This design comes from an exercise in tuning for small area, a short achievable clock period and few clock cycles on the open sky130 flow, not from production work. Only simulation tests tie the RTL to the original design; equivalence was not proved. Power and IR drop assume default switching activity.

==> 05-15: inputs <==
==> flow/design.v (excerpt) <==
module VCU#(
    parameter NoOfElem = 4,
    parameter wordSize = 32,
    parameter memDepthC = 32,
    localparam memDepth = memDepthC - 2,
    localparam insSpace = 8  
)
(
    input clk,
    input RESET,
    input memWRTDone,
    input [wordSize - 1:0] BRAMdataIn,  
    output logic [wordSize-1: 0] BRAMDataOut,  
    output logic [memDepth-1+2:0]BRAMaddrByte,
    output logic [3:0]BRAMWREN,
    output logic BRAMENMEM,
    output logic done
);
Settings: LEC_CHECK=0, CAP_MARGIN=20, CORE_MARGIN=2, CORE_UTILIZATION=40, PLACE_DENSITY=0.6, SLEW_MARGIN=20; clock period 10.0 ns.
standard.sh (not shown) runs the stock make flow with config.mk's settings and CLKGATE_MAP_FILE= SYNTH_SCRIPT=/design/flow/synth_recipe.tcl, a recipe that flattens the netlist after the stock synthesis.
==> flow/flow/run.sh <==
#!/bin/bash
set -euo pipefail
bash standard.sh SETUP_SLACK_MARGIN=7.2 finish > standard_flow.log 2>&1
==> 07-06 (differences from 05-15) <==
--- a/flow/design.v
+++ b/flow/design.v
@@ -1,29 +1,29 @@
 `timescale 1ns / 1ps
 module PE (
     input  [15:0] one, two, neg,           
     input  [31:0] a,                       
+    input  [31:0] acc,                     
     output [5:0][31:0] rows                
 );
-  wire [31:0] pp [0:16];
+  wire [31:0] pp [0:17];
   wire [31:0] negrow;
   genvar i;
   generate for (i = 0; i < 16; i = i + 1) begin : g_pp
     wire [31:0] mag = ({32{one[i]}} & a) | ({32{two[i]}} & {a[30:0], 1'b0});
     assign pp[i] = ({32{neg[i]}} ^ mag) << (2 * i);
     assign negrow[2*i]   = neg[i];
     assign negrow[2*i+1] = 1'b0;
   end endgenerate
   assign pp[16] = negrow;
+  assign pp[17] = acc;
   wire [31:0] l1 [0:11];
   wire [31:0] l2 [0:7];
-  generate for (i = 0; i < 5; i = i + 1) begin : g_l1
+  generate for (i = 0; i < 6; i = i + 1) begin : g_l1
   assign l1[2*i] = (pp[3*i]) ^ (pp[3*i+1]) ^ (pp[3*i+2]); 
   assign l1[2*i+1] = (((pp[3*i]) & (pp[3*i+1])) | ((pp[3*i]) & (pp[3*i+2])) | ((pp[3*i+1]) & (pp[3*i+2]))) << 1;
   end endgenerate
-  assign l1[10] = pp[15];
-  assign l1[11] = pp[16];
   generate for (i = 0; i < 4; i = i + 1) begin : g_l2
   assign l2[2*i] = (l1[3*i]) ^ (l1[3*i+1]) ^ (l1[3*i+2]); 
   assign l2[2*i+1] = (((l1[3*i]) & (l1[3*i+1])) | ((l1[3*i]) & (l1[3*i+2])) | ((l1[3*i+1]) & (l1[3*i+2]))) << 1;
   end endgenerate
   assign rows[0] = (l2[0]) ^ (l2[1]) ^ (l2[2]); 
@@ -64,31 +64,30 @@
     logic [29:0] pc;
     logic [29:0] addr;       
     logic        we;         
     logic        rf_valid;   
     logic [3:0]  wcnt;       
-    logic [2:0]  ldp;        
+    logic [1:0]  ldp;        
     logic        p_last, p_stall, p_fetch, p_nload, p_rda, p_rdr, p_wr, p_jmpf;
     logic        p_mulwr, p_selB, p_digm, p_diga, p_ldrd, p_term, p_rfv;
     logic [5:0]  p_off;
-    logic        sa_acc;     
-    logic [31:0] inreg;      
+    logic        s1_acc;     
     logic [31:0] dout;       
     logic [15:0] d_one, d_two, d_neg;    
     logic [5:0][31:0] r1;    
     logic [31:0] r2s, r2c;   
-    logic [31:0] accA, accB, accC;
+    logic [31:0] accA, accB;
     logic [15:0][31:0] rf;   
     assign BRAMaddrByte = {addr, 2'b00};
     assign BRAMWREN = {4{we}};
     assign BRAMENMEM = 1'b1;
     assign BRAMDataOut = dout;
-    wire [7:0] iop = inreg[31:24];
+    wire [7:0] iop = BRAMdataIn[31:24];
     wire [5:0] in_k = {iop == 8'h01, iop == 8'h04, iop == 8'h08,
                        iop == 8'h0c, iop == 8'h0f, iop == 8'h10};
     wire k_nop = ~|k;
-    wire [5:0] newk = (k_nop || k[K_JMP]) ? in_k : nk;
+    wire [5:0] newk = nk;
     wire [1:0] op = fld[23:22];
     logic        run_n;
     logic [5:0]  k_n;
     logic [6:0]  cnt_n;
     always_comb begin
@@ -116,38 +115,39 @@
     wire [3:0] ph_n = ph + 4'd1;
     wire n_nop = ~|k_n;
     wire n_mul = k_n[K_MUL], n_as = k_n[K_AS], n_ldrf = k_n[K_LDRF];
     wire n_ldrow = k_n[K_LDROW], n_jmp = k_n[K_JMP], n_term = k_n[K_TERM];
     wire c0 = (cnt_n == 7'd0);
-    wire stall_n = run_n && c0 && ((n_mul && ph_n[1:0] != 2'd0) ||
-                                   (n_as && (ph_n[1:0] != 2'd3 || ldp[0])));
-    wire last_n = run_n && ((n_ldrf && cnt_n == 7'd17) || (n_ldrow && cnt_n == 7'd4) ||
-                            (n_mul && cnt_n == 7'd70) || (n_as && cnt_n == 7'd35) ||
+    wire stall_n = run_n && c0 && ((n_mul && ph_n[1:0] != 2'd1) ||
+                                   (n_as && (ph_n[1:0] != 2'd3 || p_ldrd)));
+    wire last_n = run_n && ((n_ldrf && cnt_n == 7'd16) || (n_ldrow && cnt_n == 7'd4) ||
+                            (n_mul && cnt_n == 7'd69) || (n_as && cnt_n == 7'd35) ||
                             ((n_nop || n_jmp) && cnt_n == 7'd3));
     wire fetch_n = run_n && !stall_n &&
                    ((c0 && (n_nop || n_jmp || n_ldrf || n_ldrow)) ||
                     (cnt_n == 7'd1 && n_mul) || (cnt_n == 7'd16 && n_as));
-    wire nload_n = run_n && (((n_ldrf || n_ldrow) && cnt_n == 7'd3) ||
-                             (n_mul && cnt_n == 7'd4) || (n_as && cnt_n == 7'd19));
+    wire nload_n = run_n && (((n_ldrf || n_ldrow || n_nop || n_jmp) && cnt_n == 7'd2) ||
+                             (n_mul && cnt_n == 7'd3) || (n_as && cnt_n == 7'd18));
     wire ldrf_rd_n = run_n && n_ldrf && cnt_n >= 7'd1 && cnt_n <= 7'd16;
     wire ldrow_rd_n = run_n && n_ldrow && cnt_n >= 7'd1 && cnt_n <= 7'd4;
     wire mul_rd_n = run_n && n_mul && !stall_n && cnt_n[1:0] == 2'd0 && cnt_n <= 7'd60;
     wire as_rd_n = run_n && n_as && !stall_n &&
                    (cnt_n <= 7'd3 || (cnt_n >= 7'd8 && cnt_n <= 7'd11) ||
                     (cnt_n >= 7'd20 && cnt_n <= 7'd23) || (cnt_n >= 7'd28 && cnt_n <= 7'd31));
     wire as_wr_n = run_n && n_as &&
                    ((cnt_n >= 7'd4 && cnt_n <= 7'd7) || (cnt_n >= 7'd12 && cnt_n <= 7'd15) ||
                     (cnt_n >= 7'd24 && cnt_n <= 7'd27) || (cnt_n >= 7'd32 && cnt_n <= 7'd35));
-    wire [6:0] mu_n = cnt_n - 7'd19;
-    wire mu_b = (mu_n[3:0] == 4'd2 || mu_n[3:0] == 4'd3 || mu_n[3:0] == 4'd4);
+    wire [6:0] mu_n = cnt_n - 7'd18;
+    wire mu_b = (mu_n[3:0] == 4'd3 || mu_n[3:0] == 4'd4);
     wire mul_wr_n = run_n && n_mul &&
-                    ((cnt_n >= 7'd19 && cnt_n <= 7'd55 && (mu_n[3:0] == 4'd0 || mu_b)) ||
-                     cnt_n >= 7'd67);
-    wire selB_n = n_mul && cnt_n <= 7'd55 && mu_b;
-    wire digm_n = run_n && n_mul && cnt_n[1:0] == 2'd3 && cnt_n <= 7'd63;
+                    ((cnt_n >= 7'd18 && cnt_n <= 7'd54 &&
+                      (mu_n[3:0] == 4'd0 || mu_n[3:0] == 4'd1 || mu_b)) ||
+                     cnt_n >= 7'd66);
+    wire selB_n = n_mul && cnt_n <= 7'd54 && mu_b;
+    wire digm_n = run_n && n_mul && cnt_n[1:0] == 2'd2 && cnt_n <= 7'd62;
     wire diga_n = run_n && n_as && c0;
-    wire [3:0] e_ldrf = ph_n + 4'd3;
+    wire [3:0] e_ldrf = ph_n + 4'd2;
     wire [3:0] e_asr = ph_n + 4'd1;
     wire [3:0] e_asw = ph_n - 4'd3;
     wire [1:0] jj = ph_n[3:2] + 2'd1;
     logic [5:0] off_n;
     always_comb begin
@@ -213,25 +213,25 @@
         end
     end
     always_ff @(posedge clk) begin
         cnt <= cnt_n;
         wcnt <= wcnt_n;
-        ldp <= {ldp[1:0], p_ldrd};
+        ldp <= {ldp[0], p_ldrd};
         dout <= p_selB ? accB : accA;
         if (!run)
             pc <= 30'd1;
         else if (p_fetch)
-            pc <= fbase + 30'd1;
-        if (p_nload) begin
+            pc <= p_jmpf ? {20'd0, fld[9:0]} + 30'd1 : pc + 30'd1;
+        if (p_nload || (!run && !done && mwd_r)) begin
             nk <= in_k;
-            nfld <= inreg[23:0];
+            nfld <= BRAMdataIn[23:0];
         end
         if (p_last)
-            fld <= (k_nop || k[K_JMP]) ? inreg[23:0] : nfld;
+            fld <= nfld;
     end
     logic [15:0] e_one, e_two, e_neg;
-    wire [32:0] bx = {inreg, 1'b0};
+    wire [32:0] bx = {BRAMdataIn, 1'b0};
     genvar gi;
     generate for (gi = 0; gi < 16; gi = gi + 1) begin : g_enc
         assign e_one[gi] = bx[2*gi+1] ^ bx[2*gi];
         assign e_two[gi] = (bx[2*gi+2] & ~bx[2*gi+1] & ~bx[2*gi]) |
                            (~bx[2*gi+2] & bx[2*gi+1] & bx[2*gi]);
@@ -247,37 +247,33 @@
             d_two <= 16'd0;
             d_neg <= {15'd0, op == 2'd1 || op == 2'd2};
         end
     end
     logic [5:0][31:0] r1_d;
-    PE pe (.one(d_one), .two(d_two), .neg(d_neg), .a(rf[0]), .rows(r1_d));
-    wire [6:0] v = cnt - 7'd4;
-    wire [31:0] acc_in = {32{sa_acc}} & accC;
+    wire [31:0] acc_in = {32{s1_acc}} & accB;
+    PE pe (.one(d_one), .two(d_two), .neg(d_neg), .a(rf[0]), .acc(acc_in), .rows(r1_d));
+    wire [6:0] v_n = cnt_n - 7'd3;
     wire [31:0] a0 = (r1[0]) ^ (r1[1]) ^ (r1[2]); 
     wire [31:0] a1 = (((r1[0]) & (r1[1])) | ((r1[0]) & (r1[2])) | ((r1[1]) & (r1[2]))) << 1;
     wire [31:0] a2 = (r1[3]) ^ (r1[4]) ^ (r1[5]); 
     wire [31:0] a3 = (((r1[3]) & (r1[4])) | ((r1[3]) & (r1[5])) | ((r1[4]) & (r1[5]))) << 1;
     wire [31:0] b0 = (a0) ^ (a1) ^ (a2); 
     wire [31:0] b1 = (((a0) & (a1)) | ((a0) & (a2)) | ((a1) & (a2))) << 1;
     wire [31:0] c0s = (b0) ^ (b1) ^ (a3); 
     wire [31:0] c1s = (((b0) & (b1)) | ((b0) & (a3)) | ((b1) & (a3))) << 1;
-    wire [31:0] r2s_d = (c0s) ^ (c1s) ^ (acc_in); 
-    wire [31:0] r2c_d = (((c0s) & (c1s)) | ((c0s) & (acc_in)) | ((c1s) & (acc_in))) << 1;
-    wire [31:0] xin = {32{k[K_AS]}} & (inreg ^ {32{op[0]}});
-    wire [31:0] d0s = r2s ^ r2c ^ xin;
-    wire [31:0] d0m = (r2s & r2c) | (r2s & xin) | (r2c & xin);
-    wire [31:0] d0c = {d0m[30:0], k[K_AS] && op[0]};
-    wire [31:0] s3out = d0s + d0c;
+    wire [31:0] xin = {32{k[K_AS]}} & (BRAMdataIn ^ {32{op[0]}});
+    wire [31:0] d0m = (c0s & c1s) | (c0s & xin) | (c1s & xin);
+    wire [31:0] r2s_d = c0s ^ c1s ^ xin;
+    wire [31:0] r2c_d = {d0m[30:0], k[K_AS] && op[0]};
+    wire [31:0] s3out = r2s + r2c;
     always_ff @(posedge clk) begin
-        inreg <= BRAMdataIn;
         r1 <= r1_d;
-        sa_acc <= k[K_MUL] && (v[3:2] != 2'd0);
+        s1_acc <= n_mul && (v_n[3:2] != 2'd0);
         r2s <= r2s_d;
         r2c <= r2c_d;
         accA <= s3out;
         accB <= accA;
-        accC <= accB;
         for (int i = 0; i < 15; i = i + 1)
             rf[i] <= rf[i + 1];
-        rf[15] <= ldp[2] ? inreg : rf[0];
+        rf[15] <= ldp[1] ? BRAMdataIn : rf[0];
     end
 endmodule
==> flow/flow/run.sh (replaced) <==
#!/bin/bash
# Standard layout (the standard.sh, standard synthesis), with:
#  - a clock tree without dummy loads, in larger sink clusters;
#  - every input and output port buffered with a plain buffer rather than a
#    delay cell.
# The SDC, clock period and I/O constraints are unchanged.
set -euo pipefail
bash standard.sh SETUP_SLACK_MARGIN=6.8 \
  "CTS_ARGS=-sink_clustering_enable -repair_clock_nets -dont_use_dummy_load -sink_clustering_size 30 -sink_clustering_max_diameter 80" \
  "BUFFER_PORTS_ARGS=-buffer_cell sky130_fd_sc_hd__buf_2" \
  finish > standard_flow.log 2>&1
- ABC_AREA: not set -> 1
- CORE_UTILIZATION: 40 -> 55
- PLACE_DENSITY: 0.6 -> 0.7
==> comparison table <==
Result of the run: 07-06 finished clean; 05-15 finished clean
Number of nets in the layout: 07-06 4380; 05-15 4351
Post-Synth XOR/XNOR Area: 07-06 0.0795; 05-15 0.0825
Stages on the worst setup path: 07-06 6; 05-15 18
Flop2flop setup slack: 07-06 6810 ps; 05-15 6250 ps
Mean cell area of the mapped netlist: 07-06 10.9 um2; 05-15 11.8 um2
Part of the power in the clock network: 07-06 0.137; 05-15 0.261
PnR worst setup slack: 07-06 6810 ps; 05-15 6250 ps
Leading power group: 07-06 combinational cells; 05-15 registers
Per-cell via count in the routed design: 07-06 5.46; 05-15 5.04
Sink of the worst hold path: 07-06 rf[275]; 05-15 rf[36]
Share of layout cells above drive strength 1: 07-06 0.0970; 05-15 0.252
Area of all placed cells without fillers: 07-06 45100 um2; 05-15 53700 um2
Compound-cell area share of the yosys netlist: 07-06 0.0808; 05-15 0.0919
Floorplan die area: 07-06 78600 um2; 05-15 111000 um2
Clock H-tree levels: 07-06 2; 05-15 3
Number of buffers inserted during clock tree synthesis: 07-06 47; 05-15 102
Crit path max fanout: 07-06 11; 05-15 7
Arrival @ worst endpoint: 07-06 3650 ps; 05-15 4310 ps
Met2 Resource Use GR: 07-06 0.379; 05-15 0.302
Highest metal used: 07-06 met5; 05-15 met4
Synth Register Bits: 07-06 1022; 05-15 1058
Source of the worst hold timing path: 07-06 rf[307]; 05-15 rf[68]
Flop pwr share: 07-06 0.415; 05-15 0.382
Maximum clock skew at final layout: 07-06 68.9 ps; 05-15 48.7 ps
Testbench counts of 05-15, summed over its fixed seeds: cycles 43,236.
Testbench counts of 07-06, summed over its fixed seeds: cycles 42,337.

separate check: timing with driven ports:
No port has a modelled driver above. Below, the same layouts with a new extraction and two added sets of constraints. Step 1 sets driving cells, clkbuf_16 on the clock port and buf_2 on the other inputs (assumed; they add their load-dependent delay and slew). Step 2 moves the port delays by t, midway between the first and last clock arrival at a register: inputs arrive t later, outputs are due t later. That takes back most of the time a late clock gives input paths. a / b / c = ideal ports / drivers / drivers and shift; a / b = the first two.
run | shift t [ns] | setup slack, ns | worst slew at a driven data input, ns
05-15 | 0.741 | 6.255 / 6.255 / 6.255 | 0.05
07-06 | 0.675 | 6.812 / 6.784 / 6.411 | 0.14
After both steps setup and hold are still met in every run listed. The setup slack of 07-06, which loses most, moves by -0.028 ns with the drivers and by -0.401 ns with both steps.
